Context: an optimization exercise on an open-source flow, tuned for a short achievable clock period and few clock cycles per item. The choices shown serve that exercise and are no tape-out recipe.
The RTL was checked by simulation tests, not by an equivalence proof against the original design.
Power and IR drop assume default switching activity.

## design/flow/flow/run.sh

```bash
#!/bin/bash
# Standard layout, with plain buffers (not delay cells) on the ports,
# resizing not limited to the same cell footprint, the bus interface's
# port-to-port logic mapped on its own, and the bus pins kept together on
# one edge (flow/io.tcl), so that the port-to-port read path is short.
set -euo pipefail
bash standard.sh \
  MATCH_CELL_FOOTPRINT=0 \
  "BUFFER_PORTS_ARGS=-buffer_cell sky130_fd_sc_hd__buf_4" \
  SETUP_SLACK_MARGIN=6.5 \
  SYNTH_KEEP_MODULES=APRSC_BUS \
  TNS_END_PERCENT=100 \
  IO_CONSTRAINTS=$PWD/flow/io.tcl \
  finish > standard_flow.log 2>&1
```

## design/flow/flow/io.tcl

```tcl
# Keep the bus pins that carry port-to-port and port-to-register paths
# together on the top edge, so that the logic between them is short.
set bus_pins {}
for {set i 0} {$i < 16} {incr i} { lappend bus_pins "i_wb_adr\[$i\]" }
lappend bus_pins i_wb_cyc i_wb_stb i_wb_we o_wb_ack
for {set i 0} {$i < 32} {incr i} { lappend bus_pins "o_wb_dat\[$i\]" }
for {set i 0} {$i < 16} {incr i} { lappend bus_pins "i_wb_dat\[$i\]" }
set_io_pin_constraint -pin_names $bus_pins -region top:* -group
```

## design/flow/standard.sh

```bash
#!/bin/bash
# synth_recipe.tcl (not shown) runs the flow's synth.tcl, then flattens the netlist and writes it again
# the make line also repeats each setting of config.mk as NAME=value (left out here)
make -C /OpenROAD-flow-scripts/flow DESIGN_CONFIG=/design/flow/config.mk WORK_HOME=/design/flow/orfs CLKGATE_MAP_FILE= SYNTH_SCRIPT=/design/flow/synth_recipe.tcl "${@:-finish}"
```

## design/flow/config.mk

```make
export PLATFORM = sky130hd
export DESIGN_NAME = APRSC
export DESIGN_NICKNAME = APRSC
export VERILOG_FILES = /design/flow/design.v
export SDC_FILE = /design/flow/constraint.sdc
export NUM_CORES = 4
export LEC_CHECK = 0
export CAP_MARGIN = 20
export CORE_MARGIN = 2
export CORE_UTILIZATION = 40
export SLEW_MARGIN = 20
```

## design/flow/constraint.sdc

```tcl
create_clock -name core_clock -period 11.5 [get_ports {clk}]
set_input_delay 2.3000 -clock core_clock [delete_from_list [all_inputs] [get_ports {clk}]]
set_output_delay 2.3000 -clock core_clock [all_outputs]
set_load 0.01 [all_outputs]
```

## design/flow/design.v

```verilog
module ACCUM (
  input             reset,        
  input             clk,          
  input             clear,        
  input             scan_in0,     
  input             scan_in1,     
  input             scan_in2,     
  input             scan_in3,     
  input             scan_in4,     
  input             scan_enable,  
  input             test_mode,    
  input      [15:0] W,
  output reg [15:0] S,
  output            scan_out0,    
  output            scan_out1,    
  output            scan_out2,    
  output            scan_out3,    
  output            scan_out4     
);
  always@(posedge clk, posedge reset)begin
    if(reset)
      S <= 0;
    else if(clear)
      S <= 0;
    else
      S <= W + S;
  end
endmodule  
module FMULT_PRE (
input  [15:0]	AnBn,
input  [10:0]	SRnDQn,
output		S,		 
output [4:0]	EXP,		 
output [5:0]	AMANT,		 
output [5:0]	BMANT		 
);
wire [12:0]	AnBnMAG;
reg  [3:0]	AnBnEXP;
assign S = AnBn[15] ^ SRnDQn[10];
assign AnBnMAG = (AnBn[15]) ? (15'h4000 - {2'b00, AnBn[15:2]}) : (AnBn[15:2]);
always @(*) begin
	casez (AnBnMAG)
		13'b1????????????: AnBnEXP = 4'hD;
		13'b01???????????: AnBnEXP = 4'hC;
		13'b001??????????: AnBnEXP = 4'hB;
		13'b0001?????????: AnBnEXP = 4'hA;
		13'b00001????????: AnBnEXP = 4'h9;
		13'b000001???????: AnBnEXP = 4'h8;
		13'b0000001??????: AnBnEXP = 4'h7;
		13'b00000001?????: AnBnEXP = 4'h6;
		13'b000000001????: AnBnEXP = 4'h5;
		13'b0000000001???: AnBnEXP = 4'h4;
		13'b00000000001??: AnBnEXP = 4'h3;
		13'b000000000001?: AnBnEXP = 4'h2;
		13'b0000000000001: AnBnEXP = 4'h1;
		default:           AnBnEXP = 4'h0;
	endcase
end
wire [18:0] norm = {AnBnMAG, 6'b000000} >> AnBnEXP;
assign EXP   = AnBnEXP + SRnDQn[9:6];
assign AMANT = (AnBnMAG != 13'd0) ? norm[5:0] : 6'h20;
assign BMANT = SRnDQn[5:0];
endmodule  
module FMULT_POST (
input		S,
input  [4:0]	EXP,
input  [5:0]	AMANT,
input  [5:0]	BMANT,
output [15:0]	WAnWBn
);
wire [11:0] MANT = AMANT * BMANT + 12'h030;
wire [14:0] MAG  = (EXP < 27) ? ({MANT[11:4], 7'b0000000} >> (26 - EXP)) : ({MANT[11:4], 7'b0000000} << (EXP - 26));
assign WAnWBn = (S) ? (17'h10000 - {2'b00, MAG}) : (MAG);
endmodule  
module FMULT_MUL (
input  [5:0]	AMANT,
input  [5:0]	BMANT,
output [7:0]	MANT		 
);
wire [11:0] P = AMANT * BMANT + 12'h030;
assign MANT = P[11:4];
endmodule  
module FMULT_SCL (
input		S,
input  [4:0]	EXP,
input  [7:0]	MANT,
output [15:0]	WAnWBn
);
wire [14:0] MAG = (EXP < 27) ? ({MANT, 7'b0000000} >> (26 - EXP)) : ({MANT, 7'b0000000} << (EXP - 26));
assign WAnWBn = (S) ? (17'h10000 - {2'b00, MAG}) : (MAG);
endmodule  
module FMULT (
input  [15:0]	AnBn,
input  [10:0]	SRnDQn,
output [15:0]	WAnWBn
);
wire		S;
wire [4:0]	EXP;
wire [5:0]	AMANT, BMANT;
FMULT_PRE  PRE  (.AnBn(AnBn), .SRnDQn(SRnDQn), .S(S), .EXP(EXP), .AMANT(AMANT), .BMANT(BMANT));
FMULT_POST POST (.S(S), .EXP(EXP), .AMANT(AMANT), .BMANT(BMANT), .WAnWBn(WAnWBn));
endmodule  
module FMULT_ACCUM (
           reset,
           clk,
           start,
           scan_in0,
           scan_in1,
           scan_in2,
           scan_in3,
           scan_in4,
           scan_enable,
           test_mode,
           scan_out0,
           scan_out1,
           scan_out2,
           scan_out3,
           scan_out4,
           b1,b2,b3,b4,b5,b6,a1,a2,
           dq1,dq2,dq3,dq4,dq5,dq6,sr1,sr2,
           se,sez,
           done
           );
input
    reset,                       
    start,
    clk;
input[15:0] b1,b2,b3,b4,b5,b6,a1,a2;              
input[10:0] dq1,dq2,dq3,dq4,dq5,dq6,sr1,sr2;      
input
    scan_in0,                    
    scan_in1,                    
    scan_in2,                    
    scan_in3,                    
    scan_in4,                    
    scan_enable,                 
    test_mode;                   
output
    scan_out0,                   
    scan_out1,                   
    scan_out2,                   
    scan_out3,                   
    scan_out4;                   
output
    done;
reg [15:0] f1;                 
reg [10:0] f2;
reg [3:0]  in_sel;
wire[15:0] S;
wire[15:0] W;
output reg[14:0] sez,se;
reg clear,done;
FMULT FMULT_INST0(
           .AnBn(f1),
           .SRnDQn(f2),
           .WAnWBn(W)
);
ACCUM ACCUM_INST0(
	   .reset(reset),
           .clk(clk),
           .clear(clear),
           .scan_in0(),
           .scan_in1(),
           .scan_in2(),
           .scan_in3(),
           .scan_in4(),
           .scan_enable(scan_enable),
           .test_mode(test_mode),
           .W(W),
           .S(S),
           .scan_out0(),
           .scan_out1(),
           .scan_out2(),
           .scan_out3(),
           .scan_out4()
);
always @(posedge reset, posedge clk)
begin
	if(reset)
	begin
		f1<=16'h0000;
		f2<=11'h000;
		in_sel <= 4'h0;
		clear<=1'b1;
		done<=1'b0;
		sez<=15'h0000;
		se <=15'h0000;
	end
	else begin
		if (start) begin
			case (in_sel)
				4'h0: begin
					f1<=16'h0000;
					f2<=11'h000;
					in_sel<= in_sel + 1'b1;
					clear<=1'b0;
					done<=1'b0;
					sez<=15'h0000;
					se <=15'h0000;
				end
				4'h1: begin
					f1 <= b1;
					f2 <= dq1;
					in_sel<= in_sel + 1'b1;
					clear<=1'b0;
					done<=1'b0;
					sez<=15'h0000;
					se <=15'h0000;
				end 
				4'h2: begin
					f1 <= b2;
					f2 <= dq2;
					in_sel<= in_sel + 1'b1;
					clear<=1'b0;
					done<=1'b0;
					sez<=15'h0000;
					se <=15'h0000;
				end
				4'h3: begin
					f1 <= b3;
					f2 <= dq3;
					in_sel<= in_sel + 1'b1;
					clear<=1'b0;
					done<=1'b0;
					sez<=15'h0000;
					se <=15'h0000;
				end
				4'h4: begin
					f1 <= b4;
					f2 <= dq4;
					in_sel<= in_sel + 1'b1;
					clear<=1'b0;
					done<=1'b0;
					sez<=15'h0000;
					se <=15'h0000;
				end
				4'h5: begin
					f1 <= b5;
					f2 <= dq5;
					in_sel<= in_sel + 1'b1;
					clear<=1'b0;
					done<=1'b0;
					sez<=15'h0000;
					se <=15'h0000;
				end
				4'h6: begin
					f1 <= b6;
					f2 <= dq6;
					in_sel<= in_sel + 1'b1;
					clear<=1'b0;
					done<=1'b0;
					sez<=15'h0000;
					se <=15'h0000;
				end
				4'h7: begin
					f1 <= a1;
					f2 <= sr1;
					sez <= 15'h0000;
					se <=15'h0000;
					in_sel<= in_sel + 1'b1;
					clear<=1'b0;
					done<=1'b0;
				end
				4'h8: begin
					f1 <= a2;
					f2 <= sr2;
					in_sel<= in_sel + 1'b1;
					clear<=1'b0;
					done<=1'b0;
					sez[14:0]<=S[15:1];
					se <=15'h0000;
				end
				4'h9: begin
					f1 <= 16'h0000;
					f2 <= 11'h000;
					in_sel<= in_sel + 1'b1;
					clear<=1'b0;
					done<=1'b0;
					sez<=sez;
					se <=15'h0000;
				end
				default: begin
					f1<=16'h0000;
					f2<=11'h000;
					se[14:0]<=S[15:1];
					sez<=sez;
					in_sel<=1'b0;
					clear<=1'b1;
					done<=1'b1;
				end
			endcase  
		end  
	end  
end  
endmodule
module ADDB (
           reset,
           clk,
           scan_in0,
           scan_in1,
           scan_in2,
           scan_in3,
           scan_in4,
           scan_enable,
           test_mode,
           scan_out0,
           scan_out1,
           scan_out2,
           scan_out3,
           scan_out4,
	   DQ,
	   SE,
	   SR
	   );
input
    reset,                       
    clk;                         
input
    scan_in0,                    
    scan_in1,                    
    scan_in2,                    
    scan_in3,                    
    scan_in4,                    
    scan_enable,                 
    test_mode;                   
output
    scan_out0,                   
    scan_out1,                   
    scan_out2,                   
    scan_out3,                   
    scan_out4;                   
input [15:0]
	DQ;
input [14:0]	
	SE;
output wire [15:0]
	SR;
wire
	DQS,
	SES;
wire [15:0] 
	DQI,
	SEI;
assign DQS	= DQ[15];									 
assign DQI	= (DQS == 1'b0)	?	DQ	:	(65536 - ({1'b0,DQ[14:0]}))	;	 
assign SES	= SE[14];									 
assign SEI	= (SES == 1'b0)	?	SE	:	(32768 + SE)	;			 
assign SR	= (DQI + SEI);									 
endmodule  
module ADDC (
           reset,
           clk,
           scan_in0,
           scan_in1,
           scan_in2,
           scan_in3,
           scan_in4,
           scan_enable,
           test_mode,
           scan_out0,
           scan_out1,
           scan_out2,
           scan_out3,
           scan_out4,
           DQ,
           SEZ,
           PK0,
           SIGPK           
       );
input
    reset,                       
    clk;                         
input
    scan_in0,                    
    scan_in1,                    
    scan_in2,                    
    scan_in3,                    
    scan_in4,                    
    scan_enable,                 
    test_mode;                   
output
    scan_out0,                   
    scan_out1,                   
    scan_out2,                   
    scan_out3,                   
    scan_out4;                   
input [15:0]
	DQ;
input [14:0]
	SEZ;
output wire
	PK0,
	SIGPK;
wire
	DQS,
	SEZS;
wire [15:0] 
	DQI,
	DQSEZ,
	SEZI;
assign	DQS	=	DQ[15];							 
assign	DQI	=	(DQS == 0)?	DQ	:	(65536 - (DQ & 32767));	 
assign	SEZS	=	SEZ[14];						 
assign	SEZI	=	(SEZS == 0)?	SEZ	:	((32768) + SEZ);	 
assign	DQSEZ	=	(DQI + SEZI);						 
assign	PK0	=	DQSEZ[15]; 						 
assign	SIGPK	=	(DQSEZ == 0);						 
endmodule  
module FLOATA (
           reset,
           clk,
           scan_in0,
           scan_in1,
           scan_in2,
           scan_in3,
           scan_in4,
           scan_enable,
           test_mode,
           scan_out0,
           scan_out1,
           scan_out2,
           scan_out3,
           scan_out4,
	   DQ,
	   DQ0
       );
input
    reset,                       
    clk;                         
input
    scan_in0,                    
    scan_in1,                    
    scan_in2,                    
    scan_in3,                    
    scan_in4,                    
    scan_enable,                 
    test_mode;                   
output
    scan_out0,                   
    scan_out1,                   
    scan_out2,                   
    scan_out3,                   
    scan_out4;                   
input [15:0] 
	DQ;
output wire [10:0] 
	DQ0;
wire
	DQS;
wire [14:0]
	MAG;
reg [3:0]
	EXP;
wire [5:0]
	MANT;
assign	DQS = DQ[15];
assign	MAG = (DQ & 32767);
always@ (MAG) begin
	casez (MAG)	
		15'b1??????????????:
			begin
				EXP <= 15;
			end
		15'b01?????????????:
			begin
				EXP <= 14;
			end
		15'b001????????????:
			begin
				EXP <= 13;
			end
		15'b0001???????????:
			begin
				EXP <= 12;
			end
		15'b00001??????????:
			begin
				EXP <= 11;
			end
		15'b000001?????????:
			begin
				EXP <= 10;
			end
		15'b0000001????????:
			begin
				EXP <= 9;
			end
		15'b00000001???????:
			begin
				EXP <= 8;
			end
		15'b000000001??????:
			begin
				EXP <= 7;
			end
		15'b0000000001?????:
			begin
				EXP <= 6;
			end
		15'b00000000001????:
			begin
				EXP <= 5;
			end
		15'b000000000001???:
			begin
				EXP <= 4;
			end
		15'b0000000000001??:
			begin
				EXP <= 3;
			end
		15'b00000000000001?:
			begin
				EXP <= 2;
			end
		15'b000000000000001:
			begin
				EXP <= 1;
			end
		default:
			begin
				EXP <= 0;
			end
	endcase
end
assign MANT = (MAG == 0)?32:(({MAG,6'b000000})>>EXP);
assign	DQ0 = ({DQS,EXP,MANT});
endmodule  
module FLOATB (
           reset,
           clk,
           scan_in0,
           scan_in1,
           scan_in2,
           scan_in3,
           scan_in4,
           scan_enable,
           test_mode,
           scan_out0,
           scan_out1,
           scan_out2,
           scan_out3,
           scan_out4,
	   SR,
	   SR0
       );
input
    reset,                       
    clk;                         
input
    scan_in0,                    
    scan_in1,                    
    scan_in2,                    
    scan_in3,                    
    scan_in4,                    
    scan_enable,                 
    test_mode;                   
output
    scan_out0,                   
    scan_out1,                   
    scan_out2,                   
    scan_out3,                   
    scan_out4;                   
input [15:0] 
	SR;
output wire [10:0] 
	SR0;
wire 
	SRS;
wire [14:0]
	MAG;
reg [3:0]
	EXP;
wire [5:0]
	MANT;
assign SRS = SR[15];
assign MAG = (SRS == 0)?SR:((65536-SR) & 32767);
always@ (MAG) begin
	casez (MAG)	
		15'b1??????????????:
			begin
				EXP <= 15;
			end
		15'b01?????????????:
			begin
				EXP <= 14;
			end
		15'b001????????????:
			begin
				EXP <= 13;
			end
		15'b0001???????????:
			begin
				EXP <= 12;
			end
		15'b00001??????????:
			begin
				EXP <= 11;
			end
		15'b000001?????????:
			begin
				EXP <= 10;
			end
		15'b0000001????????:
			begin
				EXP <= 9;
			end
		15'b00000001???????:
			begin
				EXP <= 8;
			end
		15'b000000001??????:
			begin
				EXP <= 7;
			end
		15'b0000000001?????:
			begin
				EXP <= 6;
			end
		15'b00000000001????:
			begin
				EXP <= 5;
			end
		15'b000000000001???:
			begin
				EXP <= 4;
			end
		15'b0000000000001??:
			begin
				EXP <= 3;
			end
		15'b00000000000001?:
			begin
				EXP <= 2;
			end
		15'b000000000000001:
			begin
				EXP <= 1;
			end
		default:
			begin
				EXP <= 0;
			end
	endcase
end
assign MANT = (MAG == 0)?32:({MAG,6'b000000}>>EXP);
assign SR0 = ({SRS,EXP,MANT});
endmodule  
module UPA1 (
	input     reset,
	input     clk,
	input     scan_in0,
	input     scan_in1,
	input     scan_in2,
	input     scan_in3,
	input     scan_in4,
	input     scan_enable,
	input     test_mode,
	output    scan_out0,
	output    scan_out1,
	output    scan_out2,
	output    scan_out3,
	output    scan_out4,
	input     PK0,
	input     PK1,
	input     [15:0]A1,
	input     SIGPK,
	output    [15:0]A1T
);
   reg           [15:0] UGA1;
   wire          PKS,A1S;
   wire          [15:0] ULA1;
   wire          [15:0] UA1;
assign PKS = PK0^PK1;
always @(*) begin
	if ( (!PKS) && (!SIGPK))
		UGA1<= 192;
	else if ( (PKS) && (!SIGPK))
		UGA1<= 65344;
	else 
		UGA1<=0;
end
assign A1S=A1[15];
assign ULA1= A1S ? (65536-({8'h00, A1[15:8]} + 65280)) : (65536-{8'h00, A1[15:8]});
assign UA1=(UGA1+ULA1);
assign A1T=(A1+UA1);
endmodule  
module UPA2 (
input               reset,          
input               clk,            
input               test_mode,      
input               scan_enable,    
input               scan_in0,      
input               scan_in1,       
input               scan_in2,      
input               scan_in3,      
input               scan_in4,       
output              scan_out0,      
output              scan_out1,      
output              scan_out2,      
output              scan_out3,      
output              scan_out4,      
input          PK0,            
input          PK1,            
input          PK2,           
input [15:0]   A1,                
input [15:0]   A2,                
input          SIGPK,            
output [15:0]  A2T                
       );
wire        PKS1;
wire        PKS2;
wire [16:0] UGA2A;
wire        A1S;
reg  [16:0] FA1;
wire [16:0] FA;
wire [16:0] UGA2B;
wire        UGA2S;
wire [15:0] UGA2;
wire        A2S;
wire [15:0] ULA2;
wire [15:0] UA2;
wire [15:0] a;
assign PKS1 = PK0 ^ PK1;
assign PKS2 = PK0 ^ PK2; 
assign UGA2A = PKS2 ? 114688 : 16384;
assign A1S = A1[15];  
always @(*) begin
	if (!A1S)
		FA1 <= (A1<=8191)?{A1[14:0], 2'b00}:(32764);
	else
		FA1 <= (A1>=57345)? {A1[14:0], 2'b00}: (98308);
end 
assign FA= PKS1 ? FA1 : (131072-FA1);
assign UGA2B =(UGA2A+FA);
assign UGA2S =UGA2B[16];
assign a = UGA2S ? {6'b000000, UGA2B[16:7]}+64512 : {6'b000000, UGA2B[16:7]} ;
assign UGA2 = SIGPK ? 0 : a ;         
assign A2S=A2[15]; 
assign ULA2= A2S ? (65536-({7'b0000000,A2[15:7]}+65024)) : (65536-{7'b0000000,A2[15:7]});
assign UA2 =(UGA2+ULA2);
assign A2T = (A2 + UA2);
endmodule  
module UPA2_UGA2 (
input          PK0,
input          PK1,
input          PK2,
input [15:0]   A1,
input          SIGPK,
output [15:0]  UGA2
       );
wire        PKS1 = PK0 ^ PK1;
wire        PKS2 = PK0 ^ PK2;
wire [16:0] UGA2A = PKS2 ? 114688 : 16384;
reg  [16:0] FA1;
wire [16:0] FA;
wire [16:0] UGA2B;
wire [15:0] a;
always @(*) begin
	if (!A1[15])
		FA1 = (A1<=8191)?{A1[14:0], 2'b00}:(32764);
	else
		FA1 = (A1>=57345)? {A1[14:0], 2'b00}: (98308);
end
assign FA    = PKS1 ? FA1 : (131072-FA1);
assign UGA2B = (UGA2A+FA);
assign a     = UGA2B[16] ? {6'b000000, UGA2B[16:7]}+64512 : {6'b000000, UGA2B[16:7]} ;
assign UGA2  = SIGPK ? 0 : a ;
endmodule  
module UPA2_ULA2 (
input [15:0]   A2,
output [15:0]  ULA2
       );
assign ULA2 = A2[15] ? (65536-({7'b0000000,A2[15:7]}+65024)) : (65536-{7'b0000000,A2[15:7]});
endmodule  
module UPB (
input			reset,
input			clk,
input	[1:0]		rate_in,
input			Un,
input [15:0]	DQn,
input [15:0]	Bn,
input			scan_in0,
input			scan_in1,
input			scan_in2,
input			scan_in3,
input			scan_in4,
input			scan_enable,
input			test_mode,
output		scan_out0,
output		scan_out1,
output		scan_out2,
output		scan_out3,
output		scan_out4,
output reg [15:0] BnP
	);
wire [15:0] DQnMAG;	 
wire 		BnS;		 
wire [15:0] UBn;
reg [15:0] UGBn;		 
reg [15:0] ULBn;		 
assign DQnMAG = {1'b0, DQn[14:0]};	 
assign BnS = Bn[15];	 
always @(*) begin
	if (DQnMAG == 16'h0000) begin
		UGBn <= 16'h0000;		 
	end else if (Un) begin
		UGBn <= 16'hFF80;		 
	end else begin
		UGBn <= 16'h0080;		 
	end
end
always @(*) begin
	if (rate_in == 2'b00) begin
		if (BnS) begin
			ULBn <= 17'h10000 - ({9'h1FF, Bn[15:9]});
		end else begin
			ULBn <= 17'h10000 - ({9'h000, Bn[15:9]});
		end
	end else begin
		if (BnS) begin
			ULBn <= 17'h10000 - ({8'hFF, Bn[15:8]});
		end else begin
			ULBn <= 17'h10000 - ({8'h00, Bn[15:8]});
		end
	end
end
assign UBn = UGBn + ULBn;
always @(*) begin
	BnP <= Bn + UBn;
end
endmodule  
module LIMC (
           reset,
           clk,
           scan_in0,
           scan_in1,
           scan_in2,
           scan_in3,
           scan_in4,
           scan_enable,
           test_mode,
           scan_out0,
           scan_out1,
           scan_out2,
           scan_out3,
           scan_out4,
           A2T,
           A2P
       );
input
    reset,                       
    clk;                         
input
    scan_in0,                    
    scan_in1,                    
    scan_in2,                    
    scan_in3,                    
    scan_in4,                    
    scan_enable,                 
    test_mode;                   
output
    scan_out0,                   
    scan_out1,                   
    scan_out2,                   
    scan_out3,                   
    scan_out4;                   
input [15:0] A2T;
output reg [15:0] A2P;
 reg [15:0] A2UL;
 reg [15:0] A2LL;
always@(A2T)begin
                A2UL  = 16'h3000;                     
                A2LL  = 16'hD000;                     
		if ((16'h8000 <= A2T) && (A2T <= A2LL)) begin        
                A2P = A2LL;
                end
                else if ((A2UL <= A2T) && (A2T <= 16'h7FFF)) begin        
                A2P = A2UL;
                end 
                else begin
                A2P = A2T;
                end
end
endmodule                
module LIMD (
           reset,
           clk,
           scan_in0,
           scan_in1,
           scan_in2,
           scan_in3,
           scan_in4,
           scan_enable,
           test_mode,
           scan_out0,
           scan_out1,
           scan_out2,
           scan_out3,
           scan_out4,
           A1T,
           A2P,
           A1P
       );
input
    reset,                       
    clk;                         
input
    scan_in0,                    
    scan_in1,                    
    scan_in2,                    
    scan_in3,                    
    scan_in4,                    
    scan_enable,                 
    test_mode;                   
output
    scan_out0,                   
    scan_out1,                   
    scan_out2,                   
    scan_out3,                   
    scan_out4;                   
input [15:0]
	A1T;
input [15:0]
	A2P;
output reg [15:0]
       A1P;
 reg [15:0] A1UL;
 reg [15:0] A1LL;
 reg [15:0] OME;
always @(A1T,A2P)begin
                OME   = 16'd15360;
                A1UL  = (OME + 65536 - A2P);                     
                A1LL  = (A2P + 65536 - OME); 
                if ( 32768 <= A1T && A1T <= A1LL) begin        
                A1P = A1LL;
                end 
                else if ( A1UL <= A1T && A1T <= 32767) begin        
                A1P = A1UL;
                end 
                else begin
                A1P = A1T;
                end
end 
endmodule  
module TRIGB (
           reset,
           clk,
           scan_in0,
           scan_in1,
           scan_in2,
           scan_in3,
           scan_in4,
           scan_enable,
           test_mode,
           scan_out0,
           scan_out1,
           scan_out2,
           scan_out3,
           scan_out4,
           TR,
           AnP,
           AnR
       );
input
    reset,                       
    clk;                         
input
    scan_in0,                    
    scan_in1,                    
    scan_in2,                    
    scan_in3,                    
    scan_in4,                    
    scan_enable,                 
    test_mode,                   
    TR;
input [15:0] AnP;
output
    scan_out0,                   
    scan_out1,                   
    scan_out2,                   
    scan_out3,                   
    scan_out4;                   
output [15:0] AnR;
reg [15:0] AnR;
always @ (AnP, TR) begin
	if ( TR == 0) begin
		AnR = AnP;                    
	end else begin
		AnR = 0;                      
	end
end
endmodule  
module XOR (
           reset,
           clk,
           scan_in0,
           scan_in1,
           scan_in2,
           scan_in3,
           scan_in4,
           scan_enable,
           test_mode,
           scan_out0,
           scan_out1,
           scan_out2,
           scan_out3,
           scan_out4,
           DQn,
           DQ,
           Un
       );
input
    reset,                       
    clk;                         
input
    scan_in0,                    
    scan_in1,                    
    scan_in2,                    
    scan_in3,                    
    scan_in4,                    
    scan_enable,                 
    test_mode;                   
input [15:0] DQ;
input [10:0] DQn;
output
    scan_out0,                   
    scan_out1,                   
    scan_out2,                   
    scan_out3,                   
    scan_out4,                   
    Un;
reg DQS;
reg DQnS;
reg Un;
always @ (DQn, DQ) begin
	DQS = DQ [15];        
	DQnS = DQn [10];      
	Un = DQS ^ DQnS;      
end
endmodule  
module DELAY #(
  parameter SIZE   = 16,   
  parameter RSTVAL = 0     
)(
  input                 reset,        
  input                 clk,          
  input                 en,           
  input  [SIZE-1:0]     X,            
  output reg [SIZE-1:0] Y,            
  output [SIZE-1:0]     T             
);
  localparam [SIZE-1:0] RV = RSTVAL;
  reg [31*SIZE-1:0] R;  
  assign T = R[30*SIZE +: SIZE];
  always@(posedge clk, posedge reset) begin
    if(reset) begin  
      Y <= RV;
      R <= {31{RV}};
    end
    else if(en) begin  
      Y <= R[30*SIZE +: SIZE];
      R <= {R[0 +: 30*SIZE], X};
    end
  end
endmodule
module APRSC (
	input             reset,       
	input             clk,         
	input      [31:0] i_wb_adr,    
	input      [3:0]  i_wb_sel,    
	input             i_wb_we,     
	output     [31:0] o_wb_dat,    
	input      [31:0] i_wb_dat,    
	input             i_wb_cyc,    
	input             i_wb_stb,    
	output            o_wb_ack,    
	output            o_wb_err     
);
localparam APRSC_TR   = 16'h0000;
localparam APRSC_DQ   = 16'h0004;
localparam APRSC_REQ  = 16'h0008;
localparam APRSC_RATE = 16'h000C;
localparam APRSC_A2P  = 16'h0010;
localparam APRSC_SE   = 16'h0014;
localparam APRSC_ACK  = 16'h0018;
localparam APRSC_SR   = 16'h001C;
wire wb_req   = i_wb_stb & i_wb_cyc;
wire wb_write = wb_req & i_wb_we;
wire wb_read  = wb_req & ~i_wb_we;
wire rd_reg = (i_wb_adr[15:5] == 11'h000) & i_wb_adr[4] & (i_wb_adr[1:0] == 2'b00);
reg  rd_other;
assign o_wb_err = 1'b0;
reg         shift;                        
wire        pk1, pk2, pk1n, pk2n;
wire [10:0] sr1, sr2, sr1n, sr2n;
wire [10:0] dq1, dq2, dq3, dq4, dq5, dq6;
wire [10:0] dq1n, dq2n, dq3n, dq4n, dq5n, dq6n;
wire [15:0] a1, a2, a1n, a2n;
wire [15:0] b1, b2, b3, b4, b5, b6;
wire [15:0] b1n, b2n, b3n, b4n, b5n, b6n;
reg         u_pk0;
reg  [10:0] u_sr0, u_dq0;
reg  [15:0] u_a1r, u_a2r;
reg  [15:0] u_b1r, u_b2r, u_b3r, u_b4r, u_b5r, u_b6r;
DELAY #(.SIZE(1),  .RSTVAL(0))  DELAY_PK0 (.reset(reset), .clk(clk), .en(shift), .X(u_pk0), .Y(pk1), .T(pk1n));
DELAY #(.SIZE(1),  .RSTVAL(0))  DELAY_PK1 (.reset(reset), .clk(clk), .en(shift), .X(pk1),   .Y(pk2), .T(pk2n));
DELAY #(.SIZE(11), .RSTVAL(32)) DELAY_SR0 (.reset(reset), .clk(clk), .en(shift), .X(u_sr0), .Y(sr1), .T(sr1n));
DELAY #(.SIZE(11), .RSTVAL(32)) DELAY_SR1 (.reset(reset), .clk(clk), .en(shift), .X(sr1),   .Y(sr2), .T(sr2n));
DELAY #(.SIZE(11), .RSTVAL(32)) DELAY_DQ0 (.reset(reset), .clk(clk), .en(shift), .X(u_dq0), .Y(dq1), .T(dq1n));
DELAY #(.SIZE(11), .RSTVAL(32)) DELAY_DQ1 (.reset(reset), .clk(clk), .en(shift), .X(dq1),   .Y(dq2), .T(dq2n));
DELAY #(.SIZE(11), .RSTVAL(32)) DELAY_DQ2 (.reset(reset), .clk(clk), .en(shift), .X(dq2),   .Y(dq3), .T(dq3n));
DELAY #(.SIZE(11), .RSTVAL(32)) DELAY_DQ3 (.reset(reset), .clk(clk), .en(shift), .X(dq3),   .Y(dq4), .T(dq4n));
DELAY #(.SIZE(11), .RSTVAL(32)) DELAY_DQ4 (.reset(reset), .clk(clk), .en(shift), .X(dq4),   .Y(dq5), .T(dq5n));
DELAY #(.SIZE(11), .RSTVAL(32)) DELAY_DQ5 (.reset(reset), .clk(clk), .en(shift), .X(dq5),   .Y(dq6), .T(dq6n));
DELAY #(.SIZE(16), .RSTVAL(0))  DELAY_A1R (.reset(reset), .clk(clk), .en(shift), .X(u_a1r), .Y(a1),  .T(a1n));
DELAY #(.SIZE(16), .RSTVAL(0))  DELAY_A2R (.reset(reset), .clk(clk), .en(shift), .X(u_a2r), .Y(a2),  .T(a2n));
DELAY #(.SIZE(16), .RSTVAL(0))  DELAY_B1R (.reset(reset), .clk(clk), .en(shift), .X(u_b1r), .Y(b1),  .T(b1n));
DELAY #(.SIZE(16), .RSTVAL(0))  DELAY_B2R (.reset(reset), .clk(clk), .en(shift), .X(u_b2r), .Y(b2),  .T(b2n));
DELAY #(.SIZE(16), .RSTVAL(0))  DELAY_B3R (.reset(reset), .clk(clk), .en(shift), .X(u_b3r), .Y(b3),  .T(b3n));
DELAY #(.SIZE(16), .RSTVAL(0))  DELAY_B4R (.reset(reset), .clk(clk), .en(shift), .X(u_b4r), .Y(b4),  .T(b4n));
DELAY #(.SIZE(16), .RSTVAL(0))  DELAY_B5R (.reset(reset), .clk(clk), .en(shift), .X(u_b5r), .Y(b5),  .T(b5n));
DELAY #(.SIZE(16), .RSTVAL(0))  DELAY_B6R (.reset(reset), .clk(clk), .en(shift), .X(u_b6r), .Y(b6),  .T(b6n));
wire [7:0]  m_s;
wire [39:0] m_exp;
wire [47:0] m_am, m_bm;
reg  [7:0]  p1_s;
reg  [39:0] p1_exp;
reg  [47:0] p1_am, p1_bm;
FMULT_PRE PRE1 (.AnBn(b1n), .SRnDQn(dq1n), .S(m_s[0]), .EXP(m_exp[ 0 +: 5]), .AMANT(m_am[ 0 +: 6]), .BMANT(m_bm[ 0 +: 6]));
FMULT_PRE PRE2 (.AnBn(b2n), .SRnDQn(dq2n), .S(m_s[1]), .EXP(m_exp[ 5 +: 5]), .AMANT(m_am[ 6 +: 6]), .BMANT(m_bm[ 6 +: 6]));
FMULT_PRE PRE3 (.AnBn(b3n), .SRnDQn(dq3n), .S(m_s[2]), .EXP(m_exp[10 +: 5]), .AMANT(m_am[12 +: 6]), .BMANT(m_bm[12 +: 6]));
FMULT_PRE PRE4 (.AnBn(b4n), .SRnDQn(dq4n), .S(m_s[3]), .EXP(m_exp[15 +: 5]), .AMANT(m_am[18 +: 6]), .BMANT(m_bm[18 +: 6]));
FMULT_PRE PRE5 (.AnBn(b5n), .SRnDQn(dq5n), .S(m_s[4]), .EXP(m_exp[20 +: 5]), .AMANT(m_am[24 +: 6]), .BMANT(m_bm[24 +: 6]));
FMULT_PRE PRE6 (.AnBn(b6n), .SRnDQn(dq6n), .S(m_s[5]), .EXP(m_exp[25 +: 5]), .AMANT(m_am[30 +: 6]), .BMANT(m_bm[30 +: 6]));
FMULT_PRE PRE7 (.AnBn(a1n), .SRnDQn(sr1n), .S(m_s[6]), .EXP(m_exp[30 +: 5]), .AMANT(m_am[36 +: 6]), .BMANT(m_bm[36 +: 6]));
FMULT_PRE PRE8 (.AnBn(a2n), .SRnDQn(sr2n), .S(m_s[7]), .EXP(m_exp[35 +: 5]), .AMANT(m_am[42 +: 6]), .BMANT(m_bm[42 +: 6]));
wire [15:0] uga2_c0, uga2_c1, ula2;
wire [15:0] a1t_c0, a1t_c1, a1t_cz;
reg  [15:0] p1_uga2_c0, p1_uga2_c1, p1_ula2, p1_a2;
reg  [15:0] p1_a1t_c0, p1_a1t_c1, p1_a1t_cz;
UPA2_UGA2 UGA2_C0 (.SIGPK(1'b0), .PK0(1'b0), .PK1(pk1n), .PK2(pk2n), .A1(a1n), .UGA2(uga2_c0));
UPA2_UGA2 UGA2_C1 (.SIGPK(1'b0), .PK0(1'b1), .PK1(pk1n), .PK2(pk2n), .A1(a1n), .UGA2(uga2_c1));
UPA2_ULA2 ULA2_N  (.A2(a2n), .ULA2(ula2));
UPA1 UPA1_C0 (.reset(reset), .clk(clk), .test_mode(1'b0), .SIGPK(1'b0), .PK0(1'b0), .PK1(pk1n), .A1(a1n), .A1T(a1t_c0));
UPA1 UPA1_C1 (.reset(reset), .clk(clk), .test_mode(1'b0), .SIGPK(1'b0), .PK0(1'b1), .PK1(pk1n), .A1(a1n), .A1T(a1t_c1));
UPA1 UPA1_CZ (.reset(reset), .clk(clk), .test_mode(1'b0), .SIGPK(1'b1), .PK0(1'b0), .PK1(pk1n), .A1(a1n), .A1T(a1t_cz));
always @(posedge clk or posedge reset) begin
	if (reset) begin
		p1_s       <= 8'h00;
		p1_exp     <= 40'h0;
		p1_am      <= 48'h0;
		p1_bm      <= 48'h0;
		p1_uga2_c0 <= 16'h0000;
		p1_uga2_c1 <= 16'h0000;
		p1_ula2    <= 16'h0000;
		p1_a2      <= 16'h0000;
		p1_a1t_c0  <= 16'h0000;
		p1_a1t_c1  <= 16'h0000;
		p1_a1t_cz  <= 16'h0000;
	end else begin
		p1_s       <= m_s;
		p1_exp     <= m_exp;
		p1_am      <= m_am;
		p1_bm      <= m_bm;
		p1_uga2_c0 <= uga2_c0;
		p1_uga2_c1 <= uga2_c1;
		p1_ula2    <= ula2;
		p1_a2      <= a2n;
		p1_a1t_c0  <= a1t_c0;
		p1_a1t_c1  <= a1t_c1;
		p1_a1t_cz  <= a1t_cz;
	end
end
wire [63:0] m_mant;
reg  [7:0]  p2_s;
reg  [39:0] p2_exp;
reg  [63:0] p2_mant;
genvar gi;
generate
	for (gi = 0; gi < 8; gi = gi + 1) begin : g_mul
		FMULT_MUL MUL (.AMANT(p1_am[6*gi +: 6]), .BMANT(p1_bm[6*gi +: 6]), .MANT(m_mant[8*gi +: 8]));
	end
endgenerate
wire [15:0] a2t_c0 = p1_a2 + p1_uga2_c0 + p1_ula2;
wire [15:0] a2t_c1 = p1_a2 + p1_uga2_c1 + p1_ula2;
wire [15:0] a2t_cz = p1_a2 + p1_ula2;
wire [15:0] a2p_c0, a2p_c1, a2p_cz;
reg  [15:0] p2_a2p_c0, p2_a2p_c1, p2_a2p_cz;
reg  [15:0] p2_a1t_c0, p2_a1t_c1, p2_a1t_cz;
LIMC LIMC_C0 (.reset(reset), .clk(clk), .test_mode(1'b0), .A2T(a2t_c0), .A2P(a2p_c0));
LIMC LIMC_C1 (.reset(reset), .clk(clk), .test_mode(1'b0), .A2T(a2t_c1), .A2P(a2p_c1));
LIMC LIMC_CZ (.reset(reset), .clk(clk), .test_mode(1'b0), .A2T(a2t_cz), .A2P(a2p_cz));
always @(posedge clk or posedge reset) begin
	if (reset) begin
		p2_s      <= 8'h00;
		p2_exp    <= 40'h0;
		p2_mant   <= 64'h0;
		p2_a2p_c0 <= 16'h0000;
		p2_a2p_c1 <= 16'h0000;
		p2_a2p_cz <= 16'h0000;
		p2_a1t_c0 <= 16'h0000;
		p2_a1t_c1 <= 16'h0000;
		p2_a1t_cz <= 16'h0000;
	end else begin
		p2_s      <= p1_s;
		p2_exp    <= p1_exp;
		p2_mant   <= m_mant;
		p2_a2p_c0 <= a2p_c0;
		p2_a2p_c1 <= a2p_c1;
		p2_a2p_cz <= a2p_cz;
		p2_a1t_c0 <= p1_a1t_c0;
		p2_a1t_c1 <= p1_a1t_c1;
		p2_a1t_cz <= p1_a1t_cz;
	end
end
wire [127:0] w;
wire [15:0]  a1p_c0, a1p_c1, a1p_cz;
reg  [127:0] p3_w;
reg  [15:0]  p3_a2p_c0, p3_a2p_c1, p3_a2p_cz;
reg  [15:0]  p3_a1p_c0, p3_a1p_c1, p3_a1p_cz;
generate
	for (gi = 0; gi < 8; gi = gi + 1) begin : g_scl
		FMULT_SCL SCL (.S(p2_s[gi]), .EXP(p2_exp[5*gi +: 5]), .MANT(p2_mant[8*gi +: 8]), .WAnWBn(w[16*gi +: 16]));
	end
endgenerate
LIMD LIMD_C0 (.reset(reset), .clk(clk), .test_mode(1'b0), .A1T(p2_a1t_c0), .A2P(p2_a2p_c0), .A1P(a1p_c0));
LIMD LIMD_C1 (.reset(reset), .clk(clk), .test_mode(1'b0), .A1T(p2_a1t_c1), .A2P(p2_a2p_c1), .A1P(a1p_c1));
LIMD LIMD_CZ (.reset(reset), .clk(clk), .test_mode(1'b0), .A1T(p2_a1t_cz), .A2P(p2_a2p_cz), .A1P(a1p_cz));
always @(posedge clk or posedge reset) begin
	if (reset) begin
		p3_w      <= 128'h0;
		p3_a2p_c0 <= 16'h0000;
		p3_a2p_c1 <= 16'h0000;
		p3_a2p_cz <= 16'h0000;
		p3_a1p_c0 <= 16'h0000;
		p3_a1p_c1 <= 16'h0000;
		p3_a1p_cz <= 16'h0000;
	end else begin
		p3_w      <= w;
		p3_a2p_c0 <= p2_a2p_c0;
		p3_a2p_c1 <= p2_a2p_c1;
		p3_a2p_cz <= p2_a2p_cz;
		p3_a1p_c0 <= a1p_c0;
		p3_a1p_c1 <= a1p_c1;
		p3_a1p_cz <= a1p_cz;
	end
end
reg  [15:0] p4_s12, p4_s34, p4_s56, p4_s78;
reg  [15:0] p5_sum_z, p5_sum_a;
always @(posedge clk or posedge reset) begin
	if (reset) begin
		p4_s12   <= 16'h0000;
		p4_s34   <= 16'h0000;
		p4_s56   <= 16'h0000;
		p4_s78   <= 16'h0000;
		p5_sum_z <= 16'h0000;
		p5_sum_a <= 16'h0000;
	end else begin
		p4_s12   <= p3_w[0 +: 16]  + p3_w[16 +: 16];
		p4_s34   <= p3_w[32 +: 16] + p3_w[48 +: 16];
		p4_s56   <= p3_w[64 +: 16] + p3_w[80 +: 16];
		p4_s78   <= p3_w[96 +: 16] + p3_w[112 +: 16];
		p5_sum_z <= p4_s12 + p4_s34 + p4_s56;
		p5_sum_a <= (p4_s12 + p4_s34) + (p4_s56 + p4_s78);
	end
end
reg [14:0] se, sez;
reg [15:0] a2p_c0_q, a2p_c1_q, a2p_cz_q;
reg [15:0] a1p_c0_q, a1p_c1_q, a1p_cz_q;
always @(posedge clk or posedge reset) begin
	if (reset) begin
		se       <= 15'h0000;
		sez      <= 15'h0000;
		a2p_c0_q <= 16'h0080;
		a2p_c1_q <= 16'hFF80;
		a2p_cz_q <= 16'h0000;
		a1p_c0_q <= 16'h00C0;
		a1p_c1_q <= 16'hFF40;
		a1p_cz_q <= 16'h0000;
	end else if (shift) begin
		se       <= p5_sum_a[15:1];
		sez      <= p5_sum_z[15:1];
		a2p_c0_q <= p3_a2p_c0;
		a2p_c1_q <= p3_a2p_c1;
		a2p_cz_q <= p3_a2p_cz;
		a1p_c0_q <= p3_a1p_c0;
		a1p_c1_q <= p3_a1p_c1;
		a1p_cz_q <= p3_a1p_cz;
	end
end
reg [15:0] dq;
reg        tr;
reg [1:0]  rate_in;
reg        ack;         
reg [15:0] sr_q;        
reg        pk0_q, sigpk_q;
reg [15:0] a2p_q;       
wire [15:0] sr_w;
wire        pk0_w, sigpk_w;
wire        dq_neg = i_wb_dat[15];
wire [15:0] dq_mag = {1'b0, i_wb_dat[14:0]};
wire [15:0] sei    = {se[14], se};
wire [15:0] sezi   = {sez[14], sez};
wire [15:0] sr_pos = sei + dq_mag;
wire [15:0] sr_neg = sei - dq_mag;
wire [15:0] sz_pos = sezi + dq_mag;
wire [15:0] sz_neg = sezi - dq_mag;
reg  [15:0] nsezi;
assign sr_w    = dq_neg ? sr_neg : sr_pos;
assign pk0_w   = dq_neg ? sz_neg[15] : sz_pos[15];
assign sigpk_w = dq_neg ? (dq_mag == sezi) : (dq_mag == nsezi);
always @(posedge clk or posedge reset) begin
	if (reset) nsezi <= 16'h0000;
	else       nsezi <= 16'h0000 - sezi;
end
wire [15:0] a2p_w = sigpk_w ? a2p_cz_q : (pk0_w ? a2p_c1_q : a2p_c0_q);
wire wr_tr   = wb_write & (i_wb_adr[15:0] == APRSC_TR);
wire wr_dq   = wb_write & (i_wb_adr[15:0] == APRSC_DQ);
wire wr_req  = wb_write & (i_wb_adr[15:0] == APRSC_REQ);
wire wr_rate = wb_write & (i_wb_adr[15:0] == APRSC_RATE);
wire rd_a2p  = wb_read  & (i_wb_adr[15:0] == APRSC_A2P);
always @(posedge clk or posedge reset) begin
	if (reset) begin
		dq      <= 16'h0000;
		tr      <= 1'b0;
		rate_in <= 2'b00;
		ack     <= 1'b0;
		sr_q    <= 16'h0000;
		pk0_q   <= 1'b0;
		sigpk_q <= 1'b1;
		a2p_q   <= 16'h0000;
		shift   <= 1'b0;
		rd_other <= 1'b0;
	end else begin
		if (wr_tr)   tr      <= i_wb_dat[0];
		if (wr_rate) rate_in <= i_wb_dat[1:0];
		if (wr_dq) begin
			dq      <= i_wb_dat[15:0];
			sr_q    <= sr_w;
			pk0_q   <= pk0_w;
			sigpk_q <= sigpk_w;
			a2p_q   <= a2p_w;
		end
		if (wr_req & i_wb_dat[0]) ack <= 1'b1;
		else if (shift)           ack <= 1'b0;
		shift <= rd_a2p;
		rd_other <= wb_read & ~rd_reg & ~rd_other;
	end
end
wire [15:0] b1p, b2p, b3p, b4p, b5p, b6p;
wire [15:0] b1r, b2r, b3r, b4r, b5r, b6r;
wire        u1, u2, u3, u4, u5, u6;
wire [10:0] dq0, sr0;
wire [15:0] a1p = sigpk_q ? a1p_cz_q : (pk0_q ? a1p_c1_q : a1p_c0_q);
FLOATA FLOATA_INST0 (.reset(reset), .clk(clk), .test_mode(1'b0), .DQ(dq), .DQ0(dq0));
FLOATB FLOATB_INST0 (.reset(reset), .clk(clk), .test_mode(1'b0), .SR(sr_q), .SR0(sr0));
XOR XOR_INST0 (.reset(reset), .clk(clk), .test_mode(1'b0), .DQn(dq1), .DQ(dq), .Un(u1));
XOR XOR_INST1 (.reset(reset), .clk(clk), .test_mode(1'b0), .DQn(dq2), .DQ(dq), .Un(u2));
XOR XOR_INST2 (.reset(reset), .clk(clk), .test_mode(1'b0), .DQn(dq3), .DQ(dq), .Un(u3));
XOR XOR_INST3 (.reset(reset), .clk(clk), .test_mode(1'b0), .DQn(dq4), .DQ(dq), .Un(u4));
XOR XOR_INST4 (.reset(reset), .clk(clk), .test_mode(1'b0), .DQn(dq5), .DQ(dq), .Un(u5));
XOR XOR_INST5 (.reset(reset), .clk(clk), .test_mode(1'b0), .DQn(dq6), .DQ(dq), .Un(u6));
UPB UPB_INST0 (.reset(reset), .clk(clk), .test_mode(1'b0), .DQn(dq), .Un(u1), .rate_in(rate_in), .Bn(b1), .BnP(b1p));
UPB UPB_INST1 (.reset(reset), .clk(clk), .test_mode(1'b0), .DQn(dq), .Un(u2), .rate_in(rate_in), .Bn(b2), .BnP(b2p));
UPB UPB_INST2 (.reset(reset), .clk(clk), .test_mode(1'b0), .DQn(dq), .Un(u3), .rate_in(rate_in), .Bn(b3), .BnP(b3p));
UPB UPB_INST3 (.reset(reset), .clk(clk), .test_mode(1'b0), .DQn(dq), .Un(u4), .rate_in(rate_in), .Bn(b4), .BnP(b4p));
UPB UPB_INST4 (.reset(reset), .clk(clk), .test_mode(1'b0), .DQn(dq), .Un(u5), .rate_in(rate_in), .Bn(b5), .BnP(b5p));
UPB UPB_INST5 (.reset(reset), .clk(clk), .test_mode(1'b0), .DQn(dq), .Un(u6), .rate_in(rate_in), .Bn(b6), .BnP(b6p));
TRIGB TRIGB_B1P (.reset(reset), .clk(clk), .test_mode(1'b0), .AnP(b1p), .TR(tr), .AnR(b1r));
TRIGB TRIGB_B2P (.reset(reset), .clk(clk), .test_mode(1'b0), .AnP(b2p), .TR(tr), .AnR(b2r));
TRIGB TRIGB_B3P (.reset(reset), .clk(clk), .test_mode(1'b0), .AnP(b3p), .TR(tr), .AnR(b3r));
TRIGB TRIGB_B4P (.reset(reset), .clk(clk), .test_mode(1'b0), .AnP(b4p), .TR(tr), .AnR(b4r));
TRIGB TRIGB_B5P (.reset(reset), .clk(clk), .test_mode(1'b0), .AnP(b5p), .TR(tr), .AnR(b5r));
TRIGB TRIGB_B6P (.reset(reset), .clk(clk), .test_mode(1'b0), .AnP(b6p), .TR(tr), .AnR(b6r));
always @(posedge clk or posedge reset) begin
	if (reset) begin
		u_pk0 <= 1'b0;
		u_sr0 <= 11'd32;
		u_dq0 <= 11'd32;
		u_a1r <= 16'h0000;
		u_a2r <= 16'h0000;
		u_b1r <= 16'h0000;
		u_b2r <= 16'h0000;
		u_b3r <= 16'h0000;
		u_b4r <= 16'h0000;
		u_b5r <= 16'h0000;
		u_b6r <= 16'h0000;
	end else begin
		u_pk0 <= pk0_q;
		u_sr0 <= sr0;
		u_dq0 <= dq0;
		u_a1r <= tr ? 16'h0000 : a1p;
		u_a2r <= tr ? 16'h0000 : a2p_q;
		u_b1r <= b1r;
		u_b2r <= b2r;
		u_b3r <= b3r;
		u_b4r <= b4r;
		u_b5r <= b5r;
		u_b6r <= b6r;
	end
end
wire        rd_other_nx = wb_read & ~rd_reg & ~rd_other;
wire [15:0] a2p_nx = wr_dq ? a2p_w : a2p_q;
wire [15:0] sr_nx  = wr_dq ? sr_w : sr_q;
wire [14:0] se_nx  = shift ? p5_sum_a[15:1] : se;
wire        ack_nx = (wr_req & i_wb_dat[0]) | (ack & ~shift);
reg  [15:0] rdq_hi, rdq_a2p, rdq_se, rdq_ack, rdq_sr;
always @(posedge clk or posedge reset) begin
	if (reset) begin
		rdq_hi  <= 16'h0000;
		rdq_a2p <= 16'h0000;
		rdq_se  <= 16'h0000;
		rdq_ack <= 16'h0000;
		rdq_sr  <= 16'h0000;
	end else begin
		rdq_hi  <= rd_other_nx ? 16'hdead : 16'h0000;
		rdq_a2p <= rd_other_nx ? 16'hbeef : a2p_nx;
		rdq_se  <= rd_other_nx ? 16'hbeef : {1'b0, se_nx};
		rdq_ack <= rd_other_nx ? 16'hbeef : {15'h0000, ack_nx};
		rdq_sr  <= rd_other_nx ? 16'hbeef : sr_nx;
	end
end
APRSC_BUS BUS (
	.adr(i_wb_adr[15:0]), .we(i_wb_we), .cyc(i_wb_cyc), .stb(i_wb_stb), .rd_other(rd_other),
	.rdq_hi(rdq_hi), .rdq_a2p(rdq_a2p), .rdq_se(rdq_se), .rdq_ack(rdq_ack), .rdq_sr(rdq_sr),
	.ack(o_wb_ack), .dat(o_wb_dat)
);
endmodule  
module APRSC_BUS (
	input      [15:0] adr,
	input             we,
	input             cyc,
	input             stb,
	input             rd_other,    
	input      [15:0] rdq_hi,
	input      [15:0] rdq_a2p,
	input      [15:0] rdq_se,
	input      [15:0] rdq_ack,
	input      [15:0] rdq_sr,
	output            ack,
	output reg [31:0] dat
);
wire rd_reg = (adr[15:5] == 11'h000) & adr[4] & (adr[1:0] == 2'b00);
assign ack = cyc & stb & (we | rd_reg | rd_other);
always @(*) begin
	dat[31:16] = rdq_hi;
	case (adr[3:2])
		2'b00:		dat[15:0] = rdq_a2p;    
		2'b01:		dat[15:0] = rdq_se;     
		2'b10:		dat[15:0] = rdq_ack;    
		default:	dat[15:0] = rdq_sr;     
	endcase
end
endmodule  
```

==> results of run 1 <==
==> per-stage QoR <==
step	hold slack, ps	cell area, µm²	power [µW]	worst slack [ps]	instances
after floorplan	331.2	340800	29840	-103180	23910
after global placement	333.7	353600	29630	5624	34340
after detailed placement	334.7	353700	29650	5655	34340
after CTS	342.0	382600	57520	6065	35880
after global routing	353.0	383100	58820	6058	35920
final	342.6	383100	56530	6067	35940
==> cells by family after synthesis <==
kind of cell / count (synthesis) / synth area share, %
muxes: 7312 / 24.24
adders and majority gates: 1054 / 4.499
other: 2 / 0.002204
DFF: 8065 / 59.33
and+or+nand+nor: 2724 / 3.906
AOI/OAI and AO/OA: 2062 / 3.947
xor gates and xnor gates: 739 / 1.899
buffers and inverters: 1941 / 2.184
==> layer usage <==
| layer | track usage, % | vias up | share of wire [%] |
|---|---|---|---|
| met3 | 1.737 | 963 | 3.1 |
| met5 | 0 | - | 0 |
| li1 | - | 84520 | - |
| met4 | 3.601 | 0 | 2.4 |
| met2 | 23.69 | 2151 | 46 |
| met1 | 21.96 | 92820 | 49 |
==> state kept, by name, summed over array words and instances, names as in the netlist, 40 cells and up <==
name         cells
p2_exp          40
DELAY_SR1.R    341
DELAY_DQ2.R    341
p1_exp          40
DELAY_DQ5.R    341
DELAY_A2R.R    496
DELAY_B3R.R    496
p2_mant         64
DELAY_B5R.R    496
DELAY_DQ0.R    341
p3_w           128
DELAY_SR0.R    341
DELAY_B1R.R    496
p1_bm           48
DELAY_DQ4.R    341
DELAY_A1R.R    496
DELAY_B6R.R    496
DELAY_B4R.R    496
DELAY_DQ3.R    341
p1_am           48
DELAY_B2R.R    496
DELAY_DQ1.R    341
==> Yosys stat by module (local to each module, per instance) <==
module / cells inside / cell area [µm²]
APRSC_BUS: 42 / 595.6
APRSC: 23860 / 340200
==> what timing repair did <==
action | in CTS | in global routing
resized for setup | 65 | 55
buffers inserted | 11 | 15
endpoints found under the hold margin | 0 | 0
hold buffers | 0 | 0
pin swaps | 9 | 9
setup endpoints to repair | 74 | 101
cloned | 4 | 0
==> Yosys cell counts, types with 59 or more instances <==
cell	count	area, µm²
o211ai_1	72	540.5
dfrtp_1	7787	194900
fa_1	286	5725
inv_1	820	3078
xor2_1	243	2128
nand2_1	809	3037
ha_1	767	9597
mux2i_1	250	2502
nand4_1	67	419.2
mux2_2	7013	78970
xnor2_1	496	4344
a21o_1	104	780.8
nor2_1	605	2271
o21bai_1	64	480.5
a211oi_1	60	450.4
a31oi_1	69	431.7
o21ai_0	590	2953
nand3_1	172	860.8
and2_1	215	1345
o31ai_1	75	563.0
a21oi_1	447	2237
clkbuf_1	1035	3885
or2_2	63	394.1
nand2b_1	110	688.2
o21a_1	59	442.9
nor3_1	228	1141
nor2b_1	143	894.6
dfstp_2	278	7305
or3_1	69	431.7
==> report_power, final <==
group	switching, µW	leakage (µW)	internal [µW]
registers	4.83	0.111	28400
logic	599	0.0656	93.3
clock network	11300	0.0139	16100
total	11900	0.191	44600
==> critical path, stage by stage <==
cell and delay [ps]:
buf_16 110, mux4_2 560, buf_6 150
==> layout by cell type, fill, tap and decap left out, types with 104 or more instances in the layout <==
| master | instances |
|---|---|
| buf_4 | 218 |
| nand2_1 | 803 |
| a21oi_1 | 443 |
| inv_1 | 816 |
| and2_1 | 214 |
| xor2_1 | 240 |
| clkbuf_8 | 206 |
| mux2_2 | 7013 |
| o21ai_0 | 588 |
| mux2i_1 | 245 |
| nand2b_1 | 109 |
| dfrtp_1 | 7776 |
| nor2_1 | 601 |
| nand3_1 | 170 |
| clkbuf_16 | 832 |
| clkbuf_1 | 171 |
| fa_1 | 286 |
| nor2b_1 | 142 |
| xnor2_1 | 494 |
| ha_1 | 763 |
| a21o_1 | 104 |
| clkinv_2 | 145 |
| dfstp_2 | 278 |
| nor3_1 | 221 |
==> worst max path at each step <==
stage / startpoint / slack (ps) / to
2_1_floorplan: reset / -103180 / DELAY_A1R.R[0]
3_3_place_gp: i_wb_dat[0] / 5620 / rdq_sr[15]
3_5_place_dp: i_wb_dat[0] / 5650 / rdq_sr[15]
4_1_cts: i_wb_adr[2] / 6070 / o_wb_dat[5]
5_1_grt: i_wb_adr[2] / 6060 / o_wb_dat[2]
6_report: i_wb_adr[2] / 6070 / o_wb_dat[5]
==> area by class of cell <==
type                            instances  area [µm²]  share of cell area [%]
Clock inverter                        321        4260                   1.112
Clock buffer                         1207       24250                   6.329
Inverter                              831        3137                  0.8187
Tap cell                            11250       14080                   3.675
Multi-Input combinational cell      13900      131600                   34.35
Timing Repair Buffer                  321        3505                  0.9147
Sequential cell                      8065      202200                   52.77
Antenna cell                           38       95.09                 0.02482
==> results.sh, run 1 <==
export IMPL_fmaxAchievable_mhz=184.1
export IMPL_ant_nets=0
export IMPL_synth_cell_type_count=111
export IMPL_worst_skew_pair_late_latency_ps=1150
export IMPL_num_io_pins=107
export IMPL_post_synth_instance_area_mm2=0.3408
export IMPL_core_region_area_mm2=0.8504
export IMPL_synth_seq_area_share_pct=59.33
export IMPL_gp_congestion=0.8430
export IMPL_tritoncts_num_buffers=826
export IMPL_worst_pin_slew_ps=1140
export IMPL_synth_cells=23900
export IMPL_die_width_um=927.0
export IMPL_drt_total_wl_um=648200
export IMPL_num_nets_final=25080
export IMPL_run_status="no timing/DRC/antenna violations"
export IMPL_layout_worst_path_cycle_share_pct=47.24
export IMPL_drv_cap=0
export IMPL_finalWorstPathRequiredPeriod_ps=5433
export IMPL_vdd_drop_max_mv=0.1580
export IMPL_detailed_place_hpwl_um=428500
export IMPL_drive_above_1_share_pct=37.42
export IMPL_power_density_mw_per_mm2=147.5
export IMPL_synth_flop_cell="dfrtp_1"
export IMPL_cts_root_to_sink_buffers=4
export IMPL_relSlewSlack_pct=24.01
export IMPL_hold_violations=0
export IMPL_critical_path_arrival_ps=3130
export IMPL_setup_violations_final=0
export IMPL_hold_path_endpoint="p2_a1t_c0[14]"
export IMPL_hp_start="p1_a1t_c0[14]"
export IMPL_grt_max_degree=200
export IMPL_grt_setup_unrepaired="true"
export IMPL_grt_first_pass_wirelength_um=1060000
export IMPL_cp_end_kind="output port"
export IMPL_die_height_um=927.0
export IMPL_rr_startpoint="p2_a2p_c1[2]"
export IMPL_fraction_of_synthesis_flops_using_an_asynchronous_set_or_reset_pin_pct=100.0
export IMPL_portBuffers=64
export IMPL_global_route_overflow_total=0
export IMPL_final_util_pct=45.05
export IMPL_numClockSinks=8065
export IMPL_vias_in_the_first_global_route=186600
export IMPL_area_growth_pct=12.43
export IMPL_clock_tree_htree_level_count=6
export IMPL_worstHoldPathType="flip-flop to flip-flop"
export IMPL_post_synth_cell_area_avg_um2=14.26
export IMPL_clkSlewWorstSetupHoldPaths_ps=60
export IMPL_ctsRootBufferMaster="clkbuf_16"
export IMPL_ys_warnings_count=15
export IMPL_fillCellCount=75480
export IMPL_firstDrtPassIters=6
export IMPL_drt_drc_violations_left=0
export IMPL_antenna_found_initial=39
export IMPL_dieArea_mm2=0.8593
export IMPL_power_leakage_uw=0.1907
export IMPL_critical_path_peak_fanout=6
export IMPL_worst_r2r_path_depth=16
export IMPL_ys_ff_latch=8065
export IMPL_cts_tree="done"
export IMPL_row_count=339
export IMPL_critical_path_reg2reg_endpoint="p3_a1p_c1[2]"
export IMPL_synth_enable_flop_cells=0
export IMPL_route_detailed_vias_per_inst=5.021
export IMPL_crit_type="input pin to output port"
export IMPL_worst_hold_path_num_cells=0
export IMPL_final_setup_skew_ps=134.2
export IMPL_via_count=180500
export IMPL_detail_route_wl_per_cell_um=18.04
export IMPL_cp_data_required_time_ps=9200
export IMPL_cp_start_kind="input pin"
export IMPL_dr_first_iter_drc_count=9729
export IMPL_setup_reg_to_reg_worst_slack_ps=6710
export IMPL_setup_total_negative_slack_ps=0
export IMPL_grt_total_usage_pct=14.91
export IMPL_drv_slew=0
export IMPL_floorplan_initialDensity_pct=40.07
Testbench counts, summed over its fixed seeds: cycles 36,864, samples 4,096.
==> inputs of run 2 (changes only) <==
--- a/design/flow/design.v
+++ b/design/flow/design.v
@@ -1421,8 +1421,10 @@
 		rdq_sr  <= rd_other_nx ? 16'hbeef : sr_nx;
 	end
 end
+wire [3:0] rd_sel;
+APRSC_DEC DEC (.adr(i_wb_adr[3:2]), .sel(rd_sel));
 APRSC_BUS BUS (
-	.adr(i_wb_adr[15:0]), .we(i_wb_we), .cyc(i_wb_cyc), .stb(i_wb_stb), .rd_other(rd_other),
+	.adr(i_wb_adr[15:0]), .we(i_wb_we), .cyc(i_wb_cyc), .stb(i_wb_stb), .rd_other(rd_other), .sel(rd_sel),
 	.rdq_hi(rdq_hi), .rdq_a2p(rdq_a2p), .rdq_se(rdq_se), .rdq_ack(rdq_ack), .rdq_sr(rdq_sr),
 	.ack(o_wb_ack), .dat(o_wb_dat)
 );
@@ -1433,6 +1435,7 @@
 	input             cyc,
 	input             stb,
 	input             rd_other,    
+	input      [3:0]  sel,         
 	input      [15:0] rdq_hi,
 	input      [15:0] rdq_a2p,
 	input      [15:0] rdq_se,
@@ -1445,11 +1448,15 @@
 assign ack = cyc & stb & (we | rd_reg | rd_other);
 always @(*) begin
 	dat[31:16] = rdq_hi;
-	case (adr[3:2])
-		2'b00:		dat[15:0] = rdq_a2p;    
-		2'b01:		dat[15:0] = rdq_se;     
-		2'b10:		dat[15:0] = rdq_ack;    
-		default:	dat[15:0] = rdq_sr;     
-	endcase
+	dat[15:0]  = ({16{sel[0]}} & rdq_a2p)      
+	           | ({16{sel[1]}} & rdq_se)       
+	           | ({16{sel[2]}} & rdq_ack)      
+	           | ({16{sel[3]}} & rdq_sr);      
 end
 endmodule  
+module APRSC_DEC (
+	input  [1:0] adr,
+	output [3:0] sel
+);
+assign sel = 4'b0001 << adr;
+endmodule  
--- a/design/flow/flow/run.sh
+++ b/design/flow/flow/run.sh
@@ -8,7 +8,7 @@
   MATCH_CELL_FOOTPRINT=0 \
   "BUFFER_PORTS_ARGS=-buffer_cell sky130_fd_sc_hd__buf_4" \
   SETUP_SLACK_MARGIN=6.5 \
-  SYNTH_KEEP_MODULES=APRSC_BUS \
+  "SYNTH_KEEP_MODULES=APRSC_BUS APRSC_DEC" \
   TNS_END_PERCENT=100 \
   IO_CONSTRAINTS=$PWD/flow/io.tcl \
   finish > standard_flow.log 2>&1
==> run 2 against run 1 <==
  * Final cell count about the same
  * Largest cell class unchanged
  * Critical path type unchanged
  * Highest routed layer is now met5
  * Non-clock buffer count down 17
  * Sequential power barely moved
==> results.sh, run 2 <==
export IMPL_run_status="no timing/DRC/antenna violations"
export IMPL_ys_ff_latch=8065
export IMPL_sequential_cell_area_mm2=0.2022
export IMPL_synth_cell_type_count=129
export IMPL_cp_data_required_time_ps=9200
export IMPL_multi_input_area_mm2=0.1317
export IMPL_synth_seq_area_share_pct=59.32
export IMPL_firstDrtPassIters=6
export IMPL_vias_in_the_first_global_route=187000
export IMPL_via_count=180200
export IMPL_grt_first_pass_wirelength_um=1047000
export IMPL_layout_worst_path_cycle_share_pct=46.94
export IMPL_worstHoldPathType="flip-flop to flip-flop"
export IMPL_dr_first_iter_drc_count=10410
export IMPL_layout_cells_most_common="dfrtp_1"
export IMPL_gp_congestion=0.8365
export IMPL_num_io_pins=107
export IMPL_final_setup_worst_slack_ps=6101
export IMPL_post_synth_main_area_contributors="dfrtp_1 57%, mux2_2 23%, ha_1 2.8%, dfstp_2 2.1%, fa_1 1.7%"
export IMPL_crit_type="input pin to output port"
export IMPL_power_leakage_uw=0.1910
export IMPL_synth_flop_cell="dfrtp_1"
export IMPL_clock_tree_htree_level_count=6
export IMPL_tritoncts_num_buffers=818
export IMPL_use_met1_pct=21.47
export IMPL_global_route_overflow_total=0
export IMPL_final_setup_skew_ps=101.7
export IMPL_setup_violations_final=0
export IMPL_cp_cell_sequence="buf_12 > nor2b_4 > buf_8 > a22oi_2 > nand2_2 > buf_6"
export IMPL_global_route_track_usage_on_met3_pct=1.771
export IMPL_fmaxAchievable_mhz=185.2
export IMPL_ctsRootBufferMaster="clkbuf_16"
export IMPL_synth_enable_flop_cells=0
export IMPL_cts_tree="done"
export IMPL_worst_skew_pair_late_latency_ps=1190
export IMPL_post_synth_instance_area_mm2=0.3408
export IMPL_num_nets_final=25080
export IMPL_clkSlewWorstSetupHoldPaths_ps=60
export IMPL_core_region_area_mm2=0.8509
export IMPL_synthDominantCellAreaShare_pct=57.17
export IMPL_post_synth_cell_area_avg_um2=14.24
export IMPL_drive_above_1_share_pct=37.26
export IMPL_synth_common_cells="7,787 x dfrtp_1, 7,005 x mux2_2, 1,026 x clkbuf_1"
export IMPL_antenna_found_initial=34
export IMPL_detail_route_wl_per_cell_um=17.74
export IMPL_die_height_um=927.1
export IMPL_cp_start_kind="input pin"
export IMPL_worst_pin_slew_ps=1154
export IMPL_grt_setup_unrepaired="true"
export IMPL_route_detailed_vias_per_inst=5.014
export IMPL_drt_total_wl_um=637500
export IMPL_drv_slew=0
export IMPL_crit_path_max_incr_delay_ps=170
export IMPL_non_filler_cells_final=35940
export IMPL_placement_setup_worst_slack_ps=5737
export IMPL_floorplan_initialDensity_pct=40.06
export IMPL_global_route_peak_usage_layer="met2"
export IMPL_row_count=339
export IMPL_portBuffers=64
export IMPL_numClockSinks=8065
export IMPL_cp_end_kind="output port"
export IMPL_grt_max_degree=205
export IMPL_power_density_mw_per_mm2=148.3
export IMPL_yosys_cell_count_top_type="dfrtp_1"
export IMPL_critical_path_arrival_ps=3100
export IMPL_fillCellCount=75580
export IMPL_synth_cells=23930
export IMPL_setup_total_negative_slack_ps=0
export IMPL_grt_total_usage_pct=14.67
export IMPL_synth_area_leader_cell="dfrtp_1"
export IMPL_drt_drc_violations_left=0
export IMPL_critical_path_peak_fanout=8
export IMPL_dieArea_mm2=0.8595
export IMPL_fraction_of_synthesis_flops_using_an_asynchronous_set_or_reset_pin_pct=100.0
export IMPL_hold_violations=0
export IMPL_detailed_place_hpwl_um=420000
export IMPL_die_width_um=927.1
export IMPL_cts_root_to_sink_buffers=4
export IMPL_global_route_usage_met2_pct=23.30
export IMPL_finalWorstPathRequiredPeriod_ps=5399
export IMPL_area_growth_pct=12.41
export IMPL_slowest_stage="a22oi_2"
export IMPL_vdd_drop_max_mv=0.1674
export IMPL_hold_buffers=0
export IMPL_ant_nets=0
export IMPL_relSlewSlack_pct=23.08
export IMPL_placed_cells=34360
export IMPL_ys_warnings_count=15
export IMPL_commonest_cells_after_routing_fill_and_taps_aside="7,784 x dfrtp_1, 7,005 x mux2_2, 826 x clkbuf_16, 792 x inv_1, 792 x nand2_1"
export IMPL_drv_cap=0
## run 2: final timing paths
path	end	startpoint	slack (ps)	cells past startpoint
worst max-delay path	o_wb_dat[5]	i_wb_adr[3]	6100	6
worst min-delay path	p1_bm[46]	DELAY_SR1.R[334]	310	0
worst max register to register	p3_a1p_c1[12]	p2_a2p_c1[0]	6680	19
worst min register to register	p1_bm[46]	DELAY_SR1.R[334]	310	0
max in group asynchronous	DELAY_B6R.R[352]	reset	7300	6
min in group asynchronous	DELAY_A2R.R[7]	reset	1620	3
## run 2: Yosys stat by module (local to each module, per instance)
module,flip-flops and latches,cells,times used,cell area (µm²)
APRSC_DEC,0,4,1,26.28
APRSC,8065,23850,1,340200
APRSC_BUS,0,78,1,605.6
## run 2: repair_timing
item / 4_1_cts / 5_1_grt
resized for setup: 100 / 36
buffers inserted: 8 / 9
pin swaps: 25 / 20
setup endpoints to repair: 77 / 87
cloned: 3 / 1
## run 2: metal layers
layer,up-vias,wire [µm]
met1,92630,307800
met2,2097,292100
met4,4,16680
li1,84510,-
met5,-,23
met3,945,20980
## run 2: worst max-delay path, delay by kind of cell
family / cells / cell delay, ps
buffers and inverters: 3 / 380
AND/OR/NAND/NOR: 2 / 230
AO/OA/AOI/OAI: 1 / 170
## run 2: logic make-up (layout without fill, tap and decap cells)
kind of cell               after synthesis  count (layout)  share of synthesized area, %
DFF                                   8065            8065                         59.32
other                                    2              43                      0.002203
AOI/OAI and AO/OA                     2090            2090                         4.069
muxes                                 7302            7302                         24.14
and+or+nand+nor                       2765            2766                         3.921
xor gates and xnor gates               716             716                         1.842
buffers and inverters                 1932            2642                         2.189
adders and majority gates             1059            1059                         4.523
## run 2: power by group
group          internal (µW)  switching [µW]
registers              28400            5.32
clock network          16400           11300
logic                   88.3             605
total                  44900           11900
## run 2: layout make-up
cell class / count / share of cell area (%)
Clock buffer: 1201 / 6.280
Inverter: 811 / 0.7978
Timing Repair Buffer: 304 / 0.8599
Multi-Input combinational cell: 13940 / 34.38
Sequential cell: 8065 / 52.77
Tap cell: 11250 / 3.675
Antenna cell: 32 / 0.02090
Clock inverter: 326 / 1.214
## run 2: stage by stage
stage | hold WS, ps | utilization [%] | power, µW | area, µm²
floorplan | 331.2 | - | 29840 | 340900
global placement | 332.8 | 41.55 | 29630 | 353600
detailed placement | 334.7 | 41.55 | 29640 | 353600
CTS | 328.8 | 44.99 | 57820 | 382800
global route | 334.3 | 45.02 | 59120 | 383100
finish | 313.7 | 45.03 | 56820 | 383100
Testbench counts of run 2, summed over its fixed seeds: cycles 36,864, samples 4,096.
